Context: an optimization exercise on an open-source flow, tuned for a short achievable clock period and few clock cycles. The choices shown serve that exercise and are no tape-out recipe.
Only simulation tests tie the RTL to the original design; equivalence was not proved.
No activity file was given, so power comes from the tool's default toggle rates.

==> design.v <==
 `timescale 1ns / 1ps
module alu (
	input wire [31:0] a, b,   
	input wire [3:0] oper,   
	output reg [31:0] result   
	);
localparam
	PC_NEXT    = 0,
	PC_JUMP    = 1,
	PC_JR      = 2,
	PC_BEQ     = 4,
	PC_BNE     = 5;
localparam
	EXE_A_RS     = 0,
	EXE_A_SA     = 1,
	EXE_A_LINK   = 2,
	EXE_A_BRANCH = 3;
localparam
	EXE_B_RT     = 0,
	EXE_B_IMM    = 1,
	EXE_B_LINK   = 2,
	EXE_B_BRANCH = 3;
localparam
	EXE_ALU_ADD    = 0,
	EXE_ALU_SUB    = 1,
	EXE_ALU_SLT    = 2,
	EXE_ALU_LUI    = 3,
	EXE_ALU_AND    = 4,
	EXE_ALU_OR     = 5,
	EXE_ALU_SR     = 9;
localparam
	WB_ADDR_RD    = 0,
	WB_ADDR_RT    = 1,
	WB_ADDR_LINK  = 2;
localparam
	WB_DATA_ALU   = 0,
	WB_DATA_MEM   = 1;
localparam
	PC_RESET  = 32'h0000_0000;
localparam   
	INST_R          = 6'b000000,   
	R_FUNC_SRL      = 6'b000010,   
	R_FUNC_JR       = 6'b001000,
	R_FUNC_ADD      = 6'b100000,
	R_FUNC_SUB      = 6'b100010,
	R_FUNC_AND      = 6'b100100,
	R_FUNC_OR       = 6'b100101,
	R_FUNC_SLT      = 6'b101010,
	INST_J          = 6'b000010,
	INST_JAL        = 6'b000011,
	INST_BEQ        = 6'b000100,
	INST_BNE        = 6'b000101,
	INST_ADDI       = 6'b001000,
	INST_SLTI       = 6'b001010,
	INST_ANDI       = 6'b001100,
	INST_ORI        = 6'b001101,
	INST_LUI        = 6'b001111,
	INST_LW         = 6'b100011,
	INST_SW         = 6'b101011;
localparam
	GPR_ZERO = 0,
	GPR_AT = 1,
	GPR_V0 = 2,
	GPR_V1 = 3,
	GPR_A0 = 4,
	GPR_A1 = 5,
	GPR_A2 = 6,
	GPR_A3 = 7,
	GPR_T0 = 8,
	GPR_T1 = 9,
	GPR_T2 = 10,
	GPR_T3 = 11,
	GPR_T4 = 12,
	GPR_T5 = 13,
	GPR_T6 = 14,
	GPR_T7 = 15,
	GPR_S0 = 16,
	GPR_S1 = 17,
	GPR_S2 = 18,
	GPR_S3 = 19,
	GPR_S4 = 20,
	GPR_S5 = 21,
	GPR_S6 = 22,
	GPR_S7 = 23,
	GPR_T8 = 24,
	GPR_T9 = 25,
	GPR_K0 = 26,
	GPR_K1 = 27,
	GPR_GP = 28,
	GPR_SP = 29,
	GPR_FP = 30,
	GPR_RA = 31;
	always @(*) begin
		result = 0;
		case (oper)
			EXE_ALU_ADD: begin
				result = a + b;
			end
			EXE_ALU_SUB: begin
				result = a - b;
			end
			EXE_ALU_SLT: begin
				result = $signed(a) < $signed(b);
			end
			EXE_ALU_AND: begin
				result = a & b;
			end
			EXE_ALU_OR: begin
				result = a | b;
			end
			EXE_ALU_LUI: begin
				result = b << 16;
			end
			EXE_ALU_SR: begin
				result = b >> a[4:0];
			end
		endcase
	end
endmodule
 `timescale 1ns / 1ps
module regfile (
	input wire clk,   
	input wire [4:0] addr_a,
	output wire [31:0] data_a,
	input wire [4:0] addr_b,
	output wire [31:0] data_b,
	input wire en_w,
	input wire [4:0] addr_w,
	input wire [31:0] data_w
	);
	reg [31:0] regfile [1:31];   
	always @(negedge clk) begin
		if (en_w && addr_w != 0)
			regfile[addr_w] <= data_w;
	end
	assign data_a = (addr_a == 0) ? 0 : regfile[addr_a];
	assign data_b = (addr_b == 0) ? 0 : regfile[addr_b];
endmodule
 `timescale 1ns / 1ps
module controller ( 
	input wire clk,   
	input wire rst,   
	input wire [31:0] inst,   
	input wire is_jump_exe,   
	input wire [4:0] regw_addr_exe,   
	input wire wb_wen_exe,   
	input wire is_jump_mem,   
	input wire [4:0] regw_addr_mem,   
	input wire wb_wen_mem,   
	output reg [2:0] pc_src,   
	output reg imm_ext,   
	output reg [1:0] exe_a_src,   
	output reg [1:0] exe_b_src,   
	output reg [3:0] exe_alu_oper,   
	output reg mem_ren,   
	output reg mem_wen,   
	output reg [1:0] wb_addr_src,   
	output reg wb_data_src,   
	output reg wb_wen,   
	output reg unrecognized,   
	output reg if_rst,   
	output reg if_en,   
	input wire if_valid,   
	output reg id_rst,
	output reg id_en,
	input wire id_valid,
	output reg exe_rst,
	output reg exe_en,
	input wire exe_valid,
	output reg mem_rst,
	output reg mem_en,
	input wire mem_valid,
	output reg wb_rst,
	output reg wb_en,
	input wire wb_valid,
	output reg [1:0] forwards,
	output reg [1:0] forwardt,
	input wire mem_ren_exe,
	input wire mem_ren_mem,
	input wire predict_wrong
	);
localparam
	PC_NEXT    = 0,
	PC_JUMP    = 1,
	PC_JR      = 2,
	PC_BEQ     = 4,
	PC_BNE     = 5;
localparam
	EXE_A_RS     = 0,
	EXE_A_SA     = 1,
	EXE_A_LINK   = 2,
	EXE_A_BRANCH = 3;
localparam
	EXE_B_RT     = 0,
	EXE_B_IMM    = 1,
	EXE_B_LINK   = 2,
	EXE_B_BRANCH = 3;
localparam
	EXE_ALU_ADD    = 0,
	EXE_ALU_SUB    = 1,
	EXE_ALU_SLT    = 2,
	EXE_ALU_LUI    = 3,
	EXE_ALU_AND    = 4,
	EXE_ALU_OR     = 5,
	EXE_ALU_SR     = 9;
localparam
	WB_ADDR_RD    = 0,
	WB_ADDR_RT    = 1,
	WB_ADDR_LINK  = 2;
localparam
	WB_DATA_ALU   = 0,
	WB_DATA_MEM   = 1;
localparam
	PC_RESET  = 32'h0000_0000;
localparam   
	INST_R          = 6'b000000,   
	R_FUNC_SRL      = 6'b000010,   
	R_FUNC_JR       = 6'b001000,
	R_FUNC_ADD      = 6'b100000,
	R_FUNC_SUB      = 6'b100010,
	R_FUNC_AND      = 6'b100100,
	R_FUNC_OR       = 6'b100101,
	R_FUNC_SLT      = 6'b101010,
	INST_J          = 6'b000010,
	INST_JAL        = 6'b000011,
	INST_BEQ        = 6'b000100,
	INST_BNE        = 6'b000101,
	INST_ADDI       = 6'b001000,
	INST_SLTI       = 6'b001010,
	INST_ANDI       = 6'b001100,
	INST_ORI        = 6'b001101,
	INST_LUI        = 6'b001111,
	INST_LW         = 6'b100011,
	INST_SW         = 6'b101011;
localparam
	GPR_ZERO = 0,
	GPR_AT = 1,
	GPR_V0 = 2,
	GPR_V1 = 3,
	GPR_A0 = 4,
	GPR_A1 = 5,
	GPR_A2 = 6,
	GPR_A3 = 7,
	GPR_T0 = 8,
	GPR_T1 = 9,
	GPR_T2 = 10,
	GPR_T3 = 11,
	GPR_T4 = 12,
	GPR_T5 = 13,
	GPR_T6 = 14,
	GPR_T7 = 15,
	GPR_S0 = 16,
	GPR_S1 = 17,
	GPR_S2 = 18,
	GPR_S3 = 19,
	GPR_S4 = 20,
	GPR_S5 = 21,
	GPR_S6 = 22,
	GPR_S7 = 23,
	GPR_T8 = 24,
	GPR_T9 = 25,
	GPR_K0 = 26,
	GPR_K1 = 27,
	GPR_GP = 28,
	GPR_SP = 29,
	GPR_FP = 30,
	GPR_RA = 31;
	reg rs_used, rt_used;
	reg is_save;
	always @(*) begin
		pc_src = PC_NEXT;
		imm_ext = 0;
		exe_a_src = EXE_A_RS;
		exe_b_src = EXE_B_RT;
		exe_alu_oper = EXE_ALU_ADD;
		mem_ren = 0;
		mem_wen = 0;
		wb_addr_src = WB_ADDR_RD;
		wb_data_src = WB_DATA_ALU;
		wb_wen = 0;
		rs_used = 0;
		rt_used = 0;
		unrecognized = 0;
		is_save = 0;
		case (inst[31:26])
			INST_R: begin
				case (inst[5:0])
					R_FUNC_JR: begin
						pc_src = PC_JR;
						rs_used = 1;
					end
					R_FUNC_ADD: begin
						exe_alu_oper = EXE_ALU_ADD;
						wb_addr_src = WB_ADDR_RD;
						wb_data_src = WB_DATA_ALU;
						wb_wen = 1;
						rs_used = 1;
						rt_used = 1;
					end
					R_FUNC_SUB: begin
						exe_alu_oper = EXE_ALU_SUB;
						wb_addr_src = WB_ADDR_RD;
						wb_data_src = WB_DATA_ALU;
						wb_wen = 1;
						rs_used = 1;
						rt_used = 1;
					end
					R_FUNC_AND: begin
						exe_alu_oper = EXE_ALU_AND;
						wb_addr_src = WB_ADDR_RD;
						wb_data_src = WB_DATA_ALU;
						wb_wen = 1;
						rs_used = 1;
						rt_used = 1;
					end
					R_FUNC_OR: begin
						exe_alu_oper = EXE_ALU_OR;
						wb_addr_src = WB_ADDR_RD;
						wb_data_src = WB_DATA_ALU;
						wb_wen = 1;
						rs_used = 1;
						rt_used = 1;
					end
					R_FUNC_SLT: begin
						exe_alu_oper = EXE_ALU_SLT;
						wb_addr_src = WB_ADDR_RD;
						wb_data_src = WB_DATA_ALU;
						wb_wen = 1;
						rs_used = 1;
						rt_used = 1;
					end
					R_FUNC_SRL: begin
						exe_alu_oper = EXE_ALU_SR;
						exe_a_src = EXE_A_SA;
						wb_addr_src = WB_ADDR_RD;
						wb_data_src = WB_DATA_ALU;
						wb_wen = 1;
						rt_used = 1;
					end
					default: begin
						unrecognized = 1;
					end
				endcase
			end
			INST_J: begin
				pc_src = PC_JUMP;
			end
			INST_JAL: begin
				pc_src = PC_JUMP;
				exe_a_src = EXE_A_LINK;
				exe_b_src = EXE_B_LINK;
				exe_alu_oper = EXE_ALU_ADD;
				wb_addr_src = WB_ADDR_LINK;
				wb_data_src = WB_DATA_ALU;
				wb_wen = 1;
			end
			INST_BEQ: begin
				pc_src = PC_BEQ;
				exe_a_src = EXE_A_BRANCH;
				exe_b_src = EXE_A_BRANCH;
				exe_alu_oper = EXE_ALU_ADD;
				imm_ext = 1;
				rs_used = 1;
				rt_used = 1;
			end
			INST_BNE: begin
				pc_src = PC_BNE;
				exe_a_src = EXE_A_BRANCH;
				exe_b_src = EXE_A_BRANCH;
				exe_alu_oper = EXE_ALU_ADD;
				imm_ext = 1;
				rs_used = 1;
				rt_used = 1;
			end
			INST_ADDI: begin
				imm_ext = 1;
				exe_b_src = EXE_B_IMM;
				exe_alu_oper = EXE_ALU_ADD;
				wb_addr_src = WB_ADDR_RT;
				wb_data_src = WB_DATA_ALU;
				wb_wen = 1;
				rs_used = 1;
			end
			INST_ANDI: begin
				imm_ext = 0;
				exe_b_src = EXE_B_IMM;
				exe_alu_oper = EXE_ALU_AND;
				wb_addr_src = WB_ADDR_RT;
				wb_data_src = WB_DATA_ALU;
				wb_wen = 1;
				rs_used = 1;
			end
			INST_ORI: begin
				imm_ext = 0;
				exe_b_src = EXE_B_IMM;
				exe_alu_oper = EXE_ALU_OR;
				wb_addr_src = WB_ADDR_RT;
				wb_data_src = WB_DATA_ALU;
				wb_wen = 1;
				rs_used = 1;
			end
			INST_SLTI: begin
				imm_ext = 1;
				exe_b_src = EXE_B_IMM;
				exe_alu_oper = EXE_ALU_SLT;
				wb_addr_src = WB_ADDR_RT;
				wb_data_src = WB_DATA_ALU;
				wb_wen = 1;
				rs_used = 1;
			end
			INST_LW: begin
				imm_ext = 1;
				exe_a_src = EXE_A_RS;
				exe_b_src = EXE_B_IMM;
				exe_alu_oper = EXE_ALU_ADD;
				mem_ren = 1;
				wb_addr_src = WB_ADDR_RT;
				wb_data_src = WB_DATA_MEM;
				wb_wen = 1;
				rs_used = 1;
			end
			INST_SW: begin
				imm_ext = 1;
				exe_a_src = EXE_A_RS;
				exe_b_src = EXE_B_IMM;
				exe_alu_oper = EXE_ALU_ADD;
				mem_wen = 1;
				rs_used = 1;
				rt_used = 1;
				is_save = 1;
			end
			INST_LUI: begin
				imm_ext = 1;
				exe_alu_oper = EXE_ALU_LUI;
				wb_addr_src = WB_ADDR_RT;
				wb_data_src = WB_DATA_ALU;
				exe_b_src = EXE_B_IMM;
				wb_wen = 1;
				rt_used = 1;
			end
			default: begin
				unrecognized = 1;
			end
		endcase
	end
	reg reg_stall;
	reg branch_stall;
	wire [4:0] addr_rs, addr_rt;
	assign
		addr_rs = inst[25:21],
		addr_rt = inst[20:16];
	always @(*) begin
		reg_stall = 0;
		forwards = 0;
		forwardt = 0;
		if (rs_used && addr_rs != 0) begin
			if (regw_addr_exe == addr_rs && wb_wen_exe) begin
				if (mem_ren_exe == 1) begin
					reg_stall = 1;
				end
				else 
					forwards = 1;
			end
			else if (regw_addr_mem == addr_rs && wb_wen_mem) begin
				if (mem_ren_mem == 0)
					forwards = 2;
				else
					forwards = 3;
			end
		end
		if (rt_used && addr_rt != 0) begin
			if (regw_addr_exe == addr_rt && wb_wen_exe) begin
				if (mem_ren_exe == 1) begin
					reg_stall = 1;
				end
				else 
					forwardt = 1;
			end
			else if (regw_addr_mem == addr_rt && wb_wen_mem) begin
				if (mem_ren_mem == 0)
					forwardt = 2;
				else
					forwardt = 3;
			end
		end
	end
	always @(*) begin
		branch_stall = 0;
		if (pc_src == PC_JUMP || pc_src == PC_JR || is_jump_exe || is_jump_mem) 
			branch_stall = 1;
	end
	always @(*) begin
		if_rst = 0;
		if_en = 1;
		id_rst = 0;
		id_en = 1;
		exe_rst = 0;
		exe_en = 1;
		mem_rst = 0;
		mem_en = 1;
		wb_rst = 0;
		wb_en = 1;
		if (rst) begin
			if_rst = 1;
			id_rst = 1;
			exe_rst = 1;
			mem_rst = 1;
			wb_rst = 1;
		end
		else if (predict_wrong) begin
			id_rst = 1;
			exe_rst = 1;
			mem_rst = 1;
		end
		else if (reg_stall) begin
			if_en = 0;
			id_en = 0;
			exe_rst = 1;
		end
		else if (branch_stall) begin
			id_rst = 1;
		end
	end
endmodule
 `timescale 1ns / 1ps
module datapath (
	input wire clk,   
	output reg [31:0] inst_data_id,   
	output reg is_jump_exe,   
	output reg [4:0] regw_addr_exe,   
	output reg wb_wen_exe,   
	output reg is_jump_mem,   
	output reg [4:0] regw_addr_mem,   
	output reg wb_wen_mem,   
	input wire [2:0] pc_src_ctrl,   
	input wire imm_ext_ctrl,   
	input wire [1:0] exe_a_src_ctrl,   
	input wire [1:0] exe_b_src_ctrl,   
	input wire [3:0] exe_alu_oper_ctrl,   
	input wire mem_ren_ctrl,   
	input wire mem_wen_ctrl,   
	input wire [1:0] wb_addr_src_ctrl,   
	input wire wb_data_src_ctrl,   
	input wire wb_wen_ctrl,   
	input wire if_rst,   
	input wire if_en,   
	output reg if_valid,   
	output reg inst_ren,   
	output reg [31:0] inst_addr,   
	input wire [31:0] inst_data,   
	input wire id_rst,
	input wire id_en,
	output reg id_valid,
	input wire exe_rst,
	input wire exe_en,
	output reg exe_valid,
	input wire mem_rst,
	input wire mem_en,
	output reg mem_valid,
	output wire mem_ren,   
	output wire mem_wen,   
	output wire [31:0] mem_addr,   
	output wire [31:0] mem_dout,   
	input wire [31:0] mem_din,   
	input wire wb_rst,
	input wire wb_en,
	output reg wb_valid,
	input wire [1:0] forwards,
	input wire [1:0] forwardt,
	output reg mem_ren_exe,
	output reg mem_ren_mem,
	output reg predict_wrong
	);
localparam
	PC_NEXT    = 0,
	PC_JUMP    = 1,
	PC_JR      = 2,
	PC_BEQ     = 4,
	PC_BNE     = 5;
localparam
	EXE_A_RS     = 0,
	EXE_A_SA     = 1,
	EXE_A_LINK   = 2,
	EXE_A_BRANCH = 3;
localparam
	EXE_B_RT     = 0,
	EXE_B_IMM    = 1,
	EXE_B_LINK   = 2,
	EXE_B_BRANCH = 3;
localparam
	EXE_ALU_ADD    = 0,
	EXE_ALU_SUB    = 1,
	EXE_ALU_SLT    = 2,
	EXE_ALU_LUI    = 3,
	EXE_ALU_AND    = 4,
	EXE_ALU_OR     = 5,
	EXE_ALU_SR     = 9;
localparam
	WB_ADDR_RD    = 0,
	WB_ADDR_RT    = 1,
	WB_ADDR_LINK  = 2;
localparam
	WB_DATA_ALU   = 0,
	WB_DATA_MEM   = 1;
localparam
	PC_RESET  = 32'h0000_0000;
localparam   
	INST_R          = 6'b000000,   
	R_FUNC_SRL      = 6'b000010,   
	R_FUNC_JR       = 6'b001000,
	R_FUNC_ADD      = 6'b100000,
	R_FUNC_SUB      = 6'b100010,
	R_FUNC_AND      = 6'b100100,
	R_FUNC_OR       = 6'b100101,
	R_FUNC_SLT      = 6'b101010,
	INST_J          = 6'b000010,
	INST_JAL        = 6'b000011,
	INST_BEQ        = 6'b000100,
	INST_BNE        = 6'b000101,
	INST_ADDI       = 6'b001000,
	INST_SLTI       = 6'b001010,
	INST_ANDI       = 6'b001100,
	INST_ORI        = 6'b001101,
	INST_LUI        = 6'b001111,
	INST_LW         = 6'b100011,
	INST_SW         = 6'b101011;
localparam
	GPR_ZERO = 0,
	GPR_AT = 1,
	GPR_V0 = 2,
	GPR_V1 = 3,
	GPR_A0 = 4,
	GPR_A1 = 5,
	GPR_A2 = 6,
	GPR_A3 = 7,
	GPR_T0 = 8,
	GPR_T1 = 9,
	GPR_T2 = 10,
	GPR_T3 = 11,
	GPR_T4 = 12,
	GPR_T5 = 13,
	GPR_T6 = 14,
	GPR_T7 = 15,
	GPR_S0 = 16,
	GPR_S1 = 17,
	GPR_S2 = 18,
	GPR_S3 = 19,
	GPR_S4 = 20,
	GPR_S5 = 21,
	GPR_S6 = 22,
	GPR_S7 = 23,
	GPR_T8 = 24,
	GPR_T9 = 25,
	GPR_K0 = 26,
	GPR_K1 = 27,
	GPR_GP = 28,
	GPR_SP = 29,
	GPR_FP = 30,
	GPR_RA = 31;
	reg [2:0] pc_src_exe, pc_src_mem;
	reg [1:0] exe_a_src_exe, exe_b_src_exe;
	reg [3:0] exe_alu_oper_exe;
	reg mem_wen_exe, mem_wen_mem;
	reg wb_data_src_exe, wb_data_src_mem, wb_data_src_wb;
	reg [31:0] inst_addr_id, inst_addr_exe, inst_addr_mem, inst_addr_wb;
	wire [31:0] inst_addr_next;
	reg [31:0] inst_addr_next_id;
	reg [4:0] regw_addr_id;
	wire [4:0] addr_rs, addr_rt, addr_rd, data_sa;
	wire [31:0] data_rs, data_rt, data_imm;
	reg [31:0] inst_addr_next_exe;
	reg [31:0] inst_data_exe;
	reg [31:0] data_rs_exe, data_rt_exe, data_imm_exe;
	reg [4:0] data_sa_exe;
	reg [31:0] opa_exe, opb_exe;
	wire [31:0] alu_out_exe;
	wire rs_rt_equal_exe;
	reg is_branch_exe;
	reg [31:0] inst_addr_next_mem;
	reg [31:0] inst_data_mem;
	reg [31:0] data_rs_mem;
	reg [31:0] data_rt_mem;
	reg [31:0] alu_out_mem;
	reg [31:0] branch_target_mem;
	reg rs_rt_equal_mem;
	reg is_branch_mem;
	reg wb_wen_wb;
	reg [31:0] alu_out_wb;
	reg [31:0] mem_din_wb;
	reg [4:0] regw_addr_wb;
	reg [31:0] regw_data_wb;
	assign
		inst_addr_next = inst_addr + 4;
	always @(*) begin
		if_valid = ~if_rst & if_en;
		inst_ren = ~if_rst;
	end
	always @(posedge clk) begin
		if (if_rst) begin
			inst_addr <= 0;
		end
		else if (if_en) begin
			if (is_branch_mem)
				inst_addr <= branch_target_mem;
			else
				inst_addr <= inst_addr_next;
		end
	end
	always @(posedge clk) begin
		if (id_rst) begin
			id_valid <= 0;
			inst_addr_id <= 0;
			inst_data_id <= 0;
			inst_addr_next_id <= 0;
		end
		else if (id_en) begin
			id_valid <= if_valid;
			inst_addr_id <= inst_addr;
			inst_data_id <= inst_data;
			inst_addr_next_id <= inst_addr_next;
		end
	end
	assign
		addr_rs = inst_data_id[25:21],
		addr_rt = inst_data_id[20:16],
		addr_rd = inst_data_id[15:11],
		data_sa = inst_data_id[10:6],
		data_imm = imm_ext_ctrl ? {{16{inst_data_id[15]}}, inst_data_id[15:0]} : {16'b0, inst_data_id[15:0]};
	always @(*) begin
		regw_addr_id = inst_data_id[15:11];
		case (wb_addr_src_ctrl)
			WB_ADDR_RD: regw_addr_id = addr_rd;
			WB_ADDR_RT: regw_addr_id = addr_rt;
			WB_ADDR_LINK: regw_addr_id = 5'd31;
		endcase
	end
	regfile REGFILE (
		.clk(clk),
		.addr_a(addr_rs),
		.data_a(data_rs),
		.addr_b(addr_rt),
		.data_b(data_rt),
		.en_w(wb_wen_wb),
		.addr_w(regw_addr_wb),
		.data_w(regw_data_wb)
		);
	always @(posedge clk) begin
		if (exe_rst) begin
			exe_valid <= 0;
			inst_addr_exe <= 0;
			inst_data_exe <= 0;
			inst_addr_next_exe <= 0;
			regw_addr_exe <= 0;
			pc_src_exe <= 0;
			exe_a_src_exe <= 0;
			exe_b_src_exe <= 0;
			data_rs_exe <= 0;
			data_rt_exe <= 0;
			data_imm_exe <= 0;
			exe_alu_oper_exe <= 0;
			mem_ren_exe <= 0;
			mem_wen_exe <= 0;
			wb_data_src_exe <= 0;
			wb_wen_exe <= 0;
		end
		else if (exe_en) begin
			exe_valid <= id_valid;
			inst_addr_exe <= inst_addr_id;
			inst_data_exe <= inst_data_id;
			inst_addr_next_exe <= inst_addr_next_id;
			regw_addr_exe <= regw_addr_id;
			pc_src_exe <= pc_src_ctrl;
			exe_a_src_exe <= exe_a_src_ctrl;
			exe_b_src_exe <= exe_b_src_ctrl;
			data_sa_exe <= data_sa;
			if (forwards == 3)
				data_rs_exe <= mem_din;
			else if (forwards == 2)
				data_rs_exe <= alu_out_mem;
			else if (forwards == 1)
				data_rs_exe <= alu_out_exe;
			else
				data_rs_exe <= data_rs;
			if (forwardt == 3)
				data_rt_exe <= mem_din;
			else if (forwardt == 2)
				data_rt_exe <= alu_out_mem;
			else if (forwardt == 1)
				data_rt_exe <= alu_out_exe;
			else
				data_rt_exe <= data_rt;
			data_imm_exe <= data_imm;
			exe_alu_oper_exe <= exe_alu_oper_ctrl;
			mem_ren_exe <= mem_ren_ctrl;
			mem_wen_exe <= mem_wen_ctrl;
			wb_data_src_exe <= wb_data_src_ctrl;
			wb_wen_exe <= wb_wen_ctrl;
		end
	end
	always @(*) begin
		is_jump_exe = (pc_src_exe == PC_JUMP) || (pc_src_exe == PC_JR);
		is_branch_exe = (pc_src_exe != PC_NEXT);
	end
	assign
		rs_rt_equal_exe = (data_rs_exe == data_rt_exe);
	always @(*) begin
		opa_exe = data_rs_exe;
		opb_exe = data_rt_exe;
		case (exe_a_src_exe)
			EXE_A_RS: opa_exe = data_rs_exe;
			EXE_A_SA: opa_exe = {27'b0, data_sa_exe};
			EXE_A_LINK: opa_exe = 0;
			EXE_A_BRANCH: opa_exe = inst_addr_next_exe;
		endcase
		case (exe_b_src_exe)
			EXE_B_RT: opb_exe = data_rt_exe;
			EXE_B_IMM: opb_exe = data_imm_exe;
			EXE_B_LINK: opb_exe = inst_addr_next_exe;   
			EXE_B_BRANCH: opb_exe = {data_imm_exe[29:0],2'b00};
		endcase
	end
	alu ALU (
		.a(opa_exe),
		.b(opb_exe),
		.oper(exe_alu_oper_exe),
		.result(alu_out_exe)
		);
	always @(posedge clk) begin
		if (mem_rst) begin
			mem_valid <= 0;
			pc_src_mem <= 0;
			inst_addr_mem <= 0;
			inst_data_mem <= 0;
			inst_addr_next_mem <= 0;
			regw_addr_mem <= 0;
			data_rs_mem <= 0;
			data_rt_mem <= 0;
			alu_out_mem <= 0;
			mem_ren_mem <= 0;
			mem_wen_mem <= 0;
			wb_data_src_mem <= 0;
			wb_wen_mem <= 0;
			rs_rt_equal_mem <= 0;
		end
		else if (mem_en) begin
			mem_valid <= exe_valid;
			pc_src_mem <= pc_src_exe;
			inst_addr_mem <= inst_addr_exe;
			inst_data_mem <= inst_data_exe;
			inst_addr_next_mem <= inst_addr_next_exe;
			regw_addr_mem <= regw_addr_exe;
			data_rs_mem <= data_rs_exe;
			data_rt_mem <= data_rt_exe;
			alu_out_mem <= alu_out_exe;
			mem_ren_mem <= mem_ren_exe;
			mem_wen_mem <= mem_wen_exe;
			wb_data_src_mem <= wb_data_src_exe;
			wb_wen_mem <= wb_wen_exe;
			rs_rt_equal_mem <= rs_rt_equal_exe;
		end
	end
	always @(*) begin
		is_jump_mem = (pc_src_mem == PC_JUMP) || (pc_src_mem == PC_JR);
		is_branch_mem = (pc_src_mem != PC_NEXT);
	end
	always @(*) begin
		case (pc_src_mem)
			PC_JUMP: branch_target_mem = {inst_addr_exe[31:28],inst_data_mem[25:0],2'b00};
			PC_JR: branch_target_mem = data_rs_mem;
			PC_BEQ: branch_target_mem = rs_rt_equal_mem? alu_out_mem : inst_addr_next;
			PC_BNE: branch_target_mem = rs_rt_equal_mem? inst_addr_next : alu_out_mem;
			default: branch_target_mem = inst_addr_next_mem;   
		endcase
		if (pc_src_mem == PC_BEQ && rs_rt_equal_mem || pc_src_mem == PC_BNE && !rs_rt_equal_mem)
			predict_wrong = 1;
		else predict_wrong = 0;
	end
	assign
		mem_ren = mem_ren_mem,
		mem_wen = mem_wen_mem,
		mem_addr = alu_out_mem,
		mem_dout = data_rt_mem;
	always @(posedge clk) begin
		if (wb_rst) begin
			wb_valid <= 0;
			wb_wen_wb <= 0;
			wb_data_src_wb <= 0;
			regw_addr_wb <= 0;
			alu_out_wb <= 0;
			mem_din_wb <= 0;
			inst_addr_wb <= 0;
		end
		else if (wb_en) begin
			inst_addr_wb <= inst_addr_mem;
			wb_valid <= mem_valid;
			wb_wen_wb <= wb_wen_mem;
			wb_data_src_wb <= wb_data_src_mem;
			regw_addr_wb <= regw_addr_mem;
			alu_out_wb <= alu_out_mem;
			mem_din_wb <= mem_din;
		end
	end
	always @(*) begin
		regw_data_wb = alu_out_wb;
		case (wb_data_src_wb)
			WB_DATA_ALU: regw_data_wb = alu_out_wb;
			WB_DATA_MEM: regw_data_wb = mem_din_wb;
		endcase
	end
endmodule
 `timescale 1ns / 1ps
module mips_core (
	input wire clk,   
	input wire rst,   
	output wire [31:0] inst_addr,   
	input wire [31:0] inst_data,   
	output wire mem_wen,   
	output wire [31:0] mem_addr,   
	output wire [31:0] mem_dout,   
	input wire [31:0] mem_din   
	);
	wire [31:0] inst_data_ctrl;
	wire [2:0] pc_src_ctrl;
	wire imm_ext_ctrl;
	wire [1:0] exe_a_src_ctrl, exe_b_src_ctrl;
	wire [3:0] exe_alu_oper_ctrl;
	wire mem_ren_ctrl;
	wire mem_wen_ctrl;
	wire [1:0] wb_addr_src_ctrl;
	wire wb_data_src_ctrl;
	wire wb_wen_ctrl;
	wire is_jump_exe, is_jump_mem;
	wire [4:0] regw_addr_exe, regw_addr_mem;
	wire wb_wen_exe, wb_wen_mem;
	wire if_rst, if_en, if_valid;
	wire id_rst, id_en, id_valid;
	wire exe_rst, exe_en, exe_valid;
	wire mem_rst, mem_en, mem_valid;
	wire wb_rst, wb_en, wb_valid;
	wire [1:0] forwards;
	wire [1:0] forwardt;
	wire predict_wrong;
	wire mem_ren_exe, mem_ren_mem;
	controller CONTROLLER (
		.clk(clk),
		.rst(rst),
		.inst(inst_data_ctrl),
		.is_jump_exe(is_jump_exe),
		.regw_addr_exe(regw_addr_exe),
		.wb_wen_exe(wb_wen_exe),
		.is_jump_mem(is_jump_mem),
		.regw_addr_mem(regw_addr_mem),
		.wb_wen_mem(wb_wen_mem),
		.pc_src(pc_src_ctrl),
		.imm_ext(imm_ext_ctrl),
		.exe_a_src(exe_a_src_ctrl),
		.exe_b_src(exe_b_src_ctrl),
		.exe_alu_oper(exe_alu_oper_ctrl),
		.mem_ren(mem_ren_ctrl),
		.mem_wen(mem_wen_ctrl),
		.wb_addr_src(wb_addr_src_ctrl),
		.wb_data_src(wb_data_src_ctrl),
		.wb_wen(wb_wen_ctrl),
		.unrecognized(),
		.if_rst(if_rst),
		.if_en(if_en),
		.if_valid(if_valid),
		.id_rst(id_rst),
		.id_en(id_en),
		.id_valid(id_valid),
		.exe_rst(exe_rst),
		.exe_en(exe_en),
		.exe_valid(exe_valid),
		.mem_rst(mem_rst),
		.mem_en(mem_en),
		.mem_valid(mem_valid),
		.wb_rst(wb_rst),
		.wb_en(wb_en),
		.wb_valid(wb_valid),
		.forwards(forwards),
		.forwardt(forwardt),
		.mem_ren_exe(mem_ren_exe),
		.mem_ren_mem(mem_ren_mem),
		.predict_wrong(predict_wrong)
	);
	datapath DATAPATH (
		.clk(clk),
		.inst_data_id(inst_data_ctrl),
		.is_jump_exe(is_jump_exe),
		.regw_addr_exe(regw_addr_exe),
		.wb_wen_exe(wb_wen_exe),
		.is_jump_mem(is_jump_mem),
		.regw_addr_mem(regw_addr_mem),
		.wb_wen_mem(wb_wen_mem),
		.pc_src_ctrl(pc_src_ctrl),
		.imm_ext_ctrl(imm_ext_ctrl),
		.exe_a_src_ctrl(exe_a_src_ctrl),
		.exe_b_src_ctrl(exe_b_src_ctrl),
		.exe_alu_oper_ctrl(exe_alu_oper_ctrl),
		.mem_ren_ctrl(mem_ren_ctrl),
		.mem_wen_ctrl(mem_wen_ctrl),
		.wb_addr_src_ctrl(wb_addr_src_ctrl),
		.wb_data_src_ctrl(wb_data_src_ctrl),
		.wb_wen_ctrl(wb_wen_ctrl),
		.if_rst(if_rst),
		.if_en(if_en),
		.if_valid(if_valid),
		.inst_ren(),
		.inst_addr(inst_addr),
		.inst_data(inst_data),
		.id_rst(id_rst),
		.id_en(id_en),
		.id_valid(id_valid),
		.exe_rst(exe_rst),
		.exe_en(exe_en),
		.exe_valid(exe_valid),
		.mem_rst(mem_rst),
		.mem_en(mem_en),
		.mem_valid(mem_valid),
		.mem_ren(),
		.mem_wen(mem_wen),
		.mem_addr(mem_addr),
		.mem_dout(mem_dout),
		.mem_din(mem_din),
		.wb_rst(wb_rst),
		.wb_en(wb_en),
		.wb_valid(wb_valid),
		.forwards(forwards),
		.forwardt(forwardt),
		.mem_ren_exe(mem_ren_exe),
		.mem_ren_mem(mem_ren_mem),
		.predict_wrong(predict_wrong)
	);
endmodule
==> run.sh <==
#!/bin/bash
# synth_recipe.tcl (not shown) runs the flow's synth.tcl, then flattens the netlist and writes it again
# the make line also repeats each setting of config.mk as NAME=value (left out here)
make -C /OpenROAD-flow-scripts/flow DESIGN_CONFIG=/design/flow/config.mk WORK_HOME=/design/flow/orfs CLKGATE_MAP_FILE= SYNTH_SCRIPT=/design/flow/synth_recipe.tcl finish
==> config.mk <==
export PLATFORM = sky130hd
export DESIGN_NAME = mips_core
export DESIGN_NICKNAME = mips_core
export VERILOG_FILES = /design/flow/design.v
export SDC_FILE = /design/flow/constraint.sdc
export NUM_CORES = 4
export LEC_CHECK = 0
export CAP_MARGIN = 20
export CORE_MARGIN = 2
export CORE_UTILIZATION = 40
export PLACE_DENSITY = 0.6
export SLEW_MARGIN = 20
==> constraint.sdc <==
create_clock -name core_clock -period 6.0 [get_ports {clk}]
set_input_delay 1.2000 -clock core_clock [delete_from_list [all_inputs] [get_ports {clk}]]
set_output_delay 1.2000 -clock core_clock [all_outputs]
set_load 0.01 [all_outputs]
==> summary.txt <==
-- synth_stat cells, drive strengths merged, types with 7 or more instances --
master,count,area [um^2]
o22a,12,105.1
xor2,67,586.8
nand2,269,1012
nor2b,96,600.6
nand2b,36,225.2
o21bai,8,60.06
o22ai,50,312.8
and2,153,959.7
or2,16,100.1
xnor2,37,324.1
edfxtp,997,29940
nor2,358,1354
mux2i,232,2351
a22o,35,306.5
nor3,51,270.3
a2bb2oi,9,115.1
mux2,69,795.8
a21o,19,142.6
mux4,592,13330
a2111oi,7,80.07
a221oi,38,351.6
a221o,16,160.2
dfxtp,483,9669
nand4,16,100.1
ha,114,1426
o21ai,182,922.1
a21oi,261,1321
o211a,7,70.07
nor4,24,165.2
buf,190,930.9
a31oi,17,112.6
inv,125,469.2
o31ai,45,337.8
and3,70,437.9
o221ai,15,131.4
a211oi,22,175.2
o221a,8,90.08
o21a,25,187.7
nand3,88,440.4
o211ai,15,112.6
clkbuf,193,725.7
-- cell families after synthesis --
kind of cell | count (synthesis) | share of synthesized area, %
AOI/OAI and AO/OA | 843 | 7.732
xor gates and xnor gates | 104 | 1.264
adders and majority gates | 116 | 2.034
buffers and inverters | 509 | 2.954
DFF | 1480 | 54.94
muxes | 893 | 22.86
and+or+nand+nor | 1206 | 8.210
-- cell type report --
| cell class | instances | area [um^2] | share of cell area, % |
|---|---|---|---|
| clock inverters | 1095 | 4710 | 5.474 |
| inverters | 125 | 469.2 | 0.5453 |
| repair buffers | 309 | 3161 | 3.673 |
| diodes | 4 | 10.01 | 0.01163 |
| well taps | 2355 | 2947 | 3.425 |
| clock buffers | 191 | 4419 | 5.136 |
| flip-flops and latches | 1480 | 39650 | 46.08 |
| multi-input cells | 3162 | 30670 | 35.65 |
-- per-layer routing --
layer | part of all wire (%) | global-route usage, % | up-vias
met3 | 8.2 | 6.652 | 522
met1 | 38 | 33.53 | 26450
met2 | 48 | 44.14 | 2605
met5 | 0.0059 | 0 | -
met4 | 5.5 | 16.12 | 2
li1 | - | - | 22170
-- metrics by stage --
stage	power (mW)	instances	instance area [um^2]	hold slack (ns)	worst slack, ns
floorplan	15.68	5151	72090	0.4057	0.4423
global route	30.86	8717	86030	0.4354	0.2395
global placement	17.66	7432	76900	0.4095	0.6170
finish	29.47	8721	86040	0.4250	0.4375
detailed placement	17.70	7432	76900	0.4105	0.5836
CTS	29.62	8717	86030	0.4216	0.5623
-- critical path, delay by kind of cell, from the launching register on --
kind,cells,cell delay (ns)
buffers and inverters,2,0.40
adders and majority gates,1,0.40
and+or+nand+nor,5,1.76
DFF,1,0.69
AOI/OAI and AO/OA,6,2.16
-- power by group through the flow --
stage          logic, mW  registers [mW]  clock network [mW]
2_1_floorplan       3.06            11.6               0.978
3_3_place_gp        4.65            12.0               0.978
3_5_place_dp        4.69            12.0               0.978
4_1_cts             4.71            11.9                13.0
5_1_grt             5.05            11.9                13.9
6_report            4.77            11.9                12.8
-- cells in the final DEF, fill, tap and decap left out, types with 16 or more instances in the layout --
cell / instances
sky130_fd_sc_hd__nor2b_1: 95
sky130_fd_sc_hd__inv_1: 1132
sky130_fd_sc_hd__mux4_2: 592
sky130_fd_sc_hd__buf_12: 35
sky130_fd_sc_hd__clkinvlp_2: 26
sky130_fd_sc_hd__xor2_1: 67
sky130_fd_sc_hd__nand3_1: 87
sky130_fd_sc_hd__a22o_1: 35
sky130_fd_sc_hd__and3_1: 70
sky130_fd_sc_hd__a211oi_1: 19
sky130_fd_sc_hd__clkbuf_16: 167
sky130_fd_sc_hd__and2_1: 151
sky130_fd_sc_hd__a21o_1: 19
sky130_fd_sc_hd__a221o_1: 16
sky130_fd_sc_hd__nor2_1: 321
sky130_fd_sc_hd__o22ai_1: 50
sky130_fd_sc_hd__a31oi_1: 16
sky130_fd_sc_hd__a221oi_1: 35
sky130_fd_sc_hd__mux2_2: 59
sky130_fd_sc_hd__nor3_1: 47
sky130_fd_sc_hd__clkdlybuf4s50_1: 161
sky130_fd_sc_hd__xnor2_1: 37
sky130_fd_sc_hd__nand2b_1: 36
sky130_fd_sc_hd__dfxtp_1: 469
sky130_fd_sc_hd__nand4_1: 16
sky130_fd_sc_hd__o21ai_0: 162
sky130_fd_sc_hd__ha_1: 114
sky130_fd_sc_hd__nor2_4: 33
sky130_fd_sc_hd__o31ai_1: 45
sky130_fd_sc_hd__nor4_1: 22
sky130_fd_sc_hd__a21oi_1: 257
sky130_fd_sc_hd__nand2_1: 267
sky130_fd_sc_hd__o21ai_1: 16
sky130_fd_sc_hd__buf_4: 113
sky130_fd_sc_hd__edfxtp_1: 997
sky130_fd_sc_hd__o21a_1: 25
sky130_fd_sc_hd__mux2i_1: 229
-- worst max-delay path by stage --
| stage | startpoint | endpoint | slack (ns) | cells past startpoint |
|---|---|---|---|---|
| after floorplan | DATAPATH.wb_wen_wb | DATAPATH.REGFILE.regfile[25][0] | 0.44 | 3 |
| after global placement | DATAPATH.exe_b_src_exe[1] | DATAPATH.data_rt_exe[29] | 0.62 | 14 |
| after detailed placement | DATAPATH.exe_b_src_exe[1] | DATAPATH.data_rt_exe[29] | 0.58 | 14 |
| after CTS | DATAPATH.exe_b_src_exe[1] | DATAPATH.data_rt_exe[29] | 0.56 | 14 |
| after global routing | DATAPATH.exe_b_src_exe[1] | DATAPATH.data_rt_exe[29] | 0.24 | 14 |
| final | DATAPATH.exe_a_src_exe[1] | DATAPATH.data_rt_exe[29] | 0.44 | 14 |
==> insert_results.sql <==
INSERT INTO impl_metrics (metric_group, metric, value, unit) VALUES
('run_status', 'run_status', 'no timing/DRC/antenna violations', ''),
('clocking', 'setup_fix_bufs_post_cts', '0', ''),
('pwr', 'power.share.clock', '43.4', '%'),
('clocking', 'clkLatencyLatePin', '0.83', 'ns'),
('timing', 'fmax', '179.8', 'MHz'),
('global_route', 'gr-usage-all-layers', '27.39', '%'),
('floorplanning', 'die_area', '183600', 'um^2'),
('place', 'place.detailed.hpwl', '163100', 'um'),
('timing', 'finClkSkew', '0.06308', 'ns'),
('clocking', 'cts_sinks', '1480', ''),
('final_layout', 'post-route-util', '48.12', '%'),
('timing', 'max_slew_margin', '26.05', '%'),
('detailed_routing', 'first_iter_violations', '5280', ''),
('final_layout', 'area_delta_synth_final', '19.35', '%'),
('timing', 'slew_violations', '0', ''),
('floorplanning', 'placeableCoreArea', '178800', 'um^2'),
('pwr', 'leakagePower', '33.24', 'nW'),
('clocking', 'ctsHoldBuffers', '0', ''),
('logic_synthesis', 'synthesis.area_per_instance', '13.99', 'um^2'),
('detailed_routing', 'remaining_drc_errors', '0', ''),
('timing', 'hold_viol_final', '0', ''),
('logic_synthesis', 'yosys_register_bits', '1480', ''),
('setup_path', 'crit_chain', 'and2_4, a22o_1, ha_1, inv_1, nand4_1, a2111oi_2, o31a_1, o21ai_0, nor4_1, a2111oi_0, nor3_1, buf_4, a2bb2oi_1, nor2_1', ''),
('timing', 'min_period_over_period', '92.71', '%'),
('pwr', 'net-switching-power', '9.440', 'mW'),
('detailed_routing', 'drt_first_pass_iters', '6', ''),
('clocking', 'tritoncts', 'built', ''),
('global_route', 'grt_start_max_net_pins', '114', ''),
('logic_synthesis', 'post_synth_edffs', '997', ''),
('global_route', 'grt.overflow.total', '0', ''),
('detailed_routing', 'antenna_left', '0', ''),
('job', 'timing.max_cap.violations', '0', ''),
('worst_hold_path', 'worst_hold_path_type', 'reg2reg', ''),
('setup_path', 'startpoint_of_the_worst_register_to_register_path', 'DATAPATH.exe_a_src_exe[1]', ''),
('global_route', 'first_global_vias', '52930', ''),
('floorplanning', 'rows', '155', ''),
('place', 'numPortBuffers', '162', ''),
('setup_path', 'r2r_cells', '14', ''),
('clocking', 'post_cts_resized', '0', ''),
('logic_synthesis', 'postSynth.asyncResetShare', '0', '%'),
('floorplanning', 'starting_utilization_of_the_core_area', '40.31', '%'),
('floorplanning', 'die_height', '428.5', 'um'),
('final_layout', 'filler_cell_count', '15950', ''),
('logic_synthesis', 'yosysSeqAreaShare', '54.94', '%'),
('setup_path', 'timing.critical_path.slowest_stage_cell', 'sky130_fd_sc_hd__dfxtp_1', ''),
('pwr', 'intPower', '20.03', 'mW'),
('final_layout', 'layout-drive-gt1-share', '18.67', '%'),
('timing', 'timing.final.crit_period', '5.563', 'ns'),
('setup_path', 'worst-path-max-fanout', '32', ''),
('detailed_routing', 'drt-wirelength-per-cell', '29.37', 'um'),
('detailed_routing', 'post_drt_via_cell_ratio', '5.934', ''),
('final_layout', 'largest_register_ffs', '992', ''),
('detailed_routing', 'via_total_after_detailed_routing', '51750', ''),
('pwr', 'p_per_area', '342.5', 'nW/um^2'),
('worst_hold_path', 'hold_path.startpoint', 'DATAPATH.inst_data_exe[16]', ''),
('final_layout', 'final_nets', '6414', ''),
('clocking', 'htree_num_levels', '4', ''),
('clocking', 'cts_root_buf', 'sky130_fd_sc_hd__clkbuf_16', ''),
('pwr', 'vdd_drop_max', '0.2799', 'mV'),
('setup_path', 'arrival', '6.25', 'ns'),
('clocking', 'cts_buffer_depth', '3', ''),
('setup_path', 'reg2reg_slack', '0.44', 'ns'),
('worst_hold_path', 'hold_path_end', 'DATAPATH.inst_data_mem[16]', ''),
('setup_path', 'worst-setup-path-type', 'reg2reg', ''),
('pwr', 'power_frac_seq', '40.4', '%'),
('timing', 'grt_setup_unrepaired', 'false', ''),
('final_layout', 'largest-register', 'DATAPATH.REGFILE.regfile', ''),
('setup_path', 'cp-end-kind', 'flop', ''),
('clocking', 'clkSlewWorstSetupHoldPaths', '0.06', 'ns'),
('timing', 'worstMarginPinSlew', '1.106', 'ns'),
('logic_synthesis', 'synthDistinctLibCells', '103', '');
Testbench counts, summed over its fixed seeds: cycles 27,454.
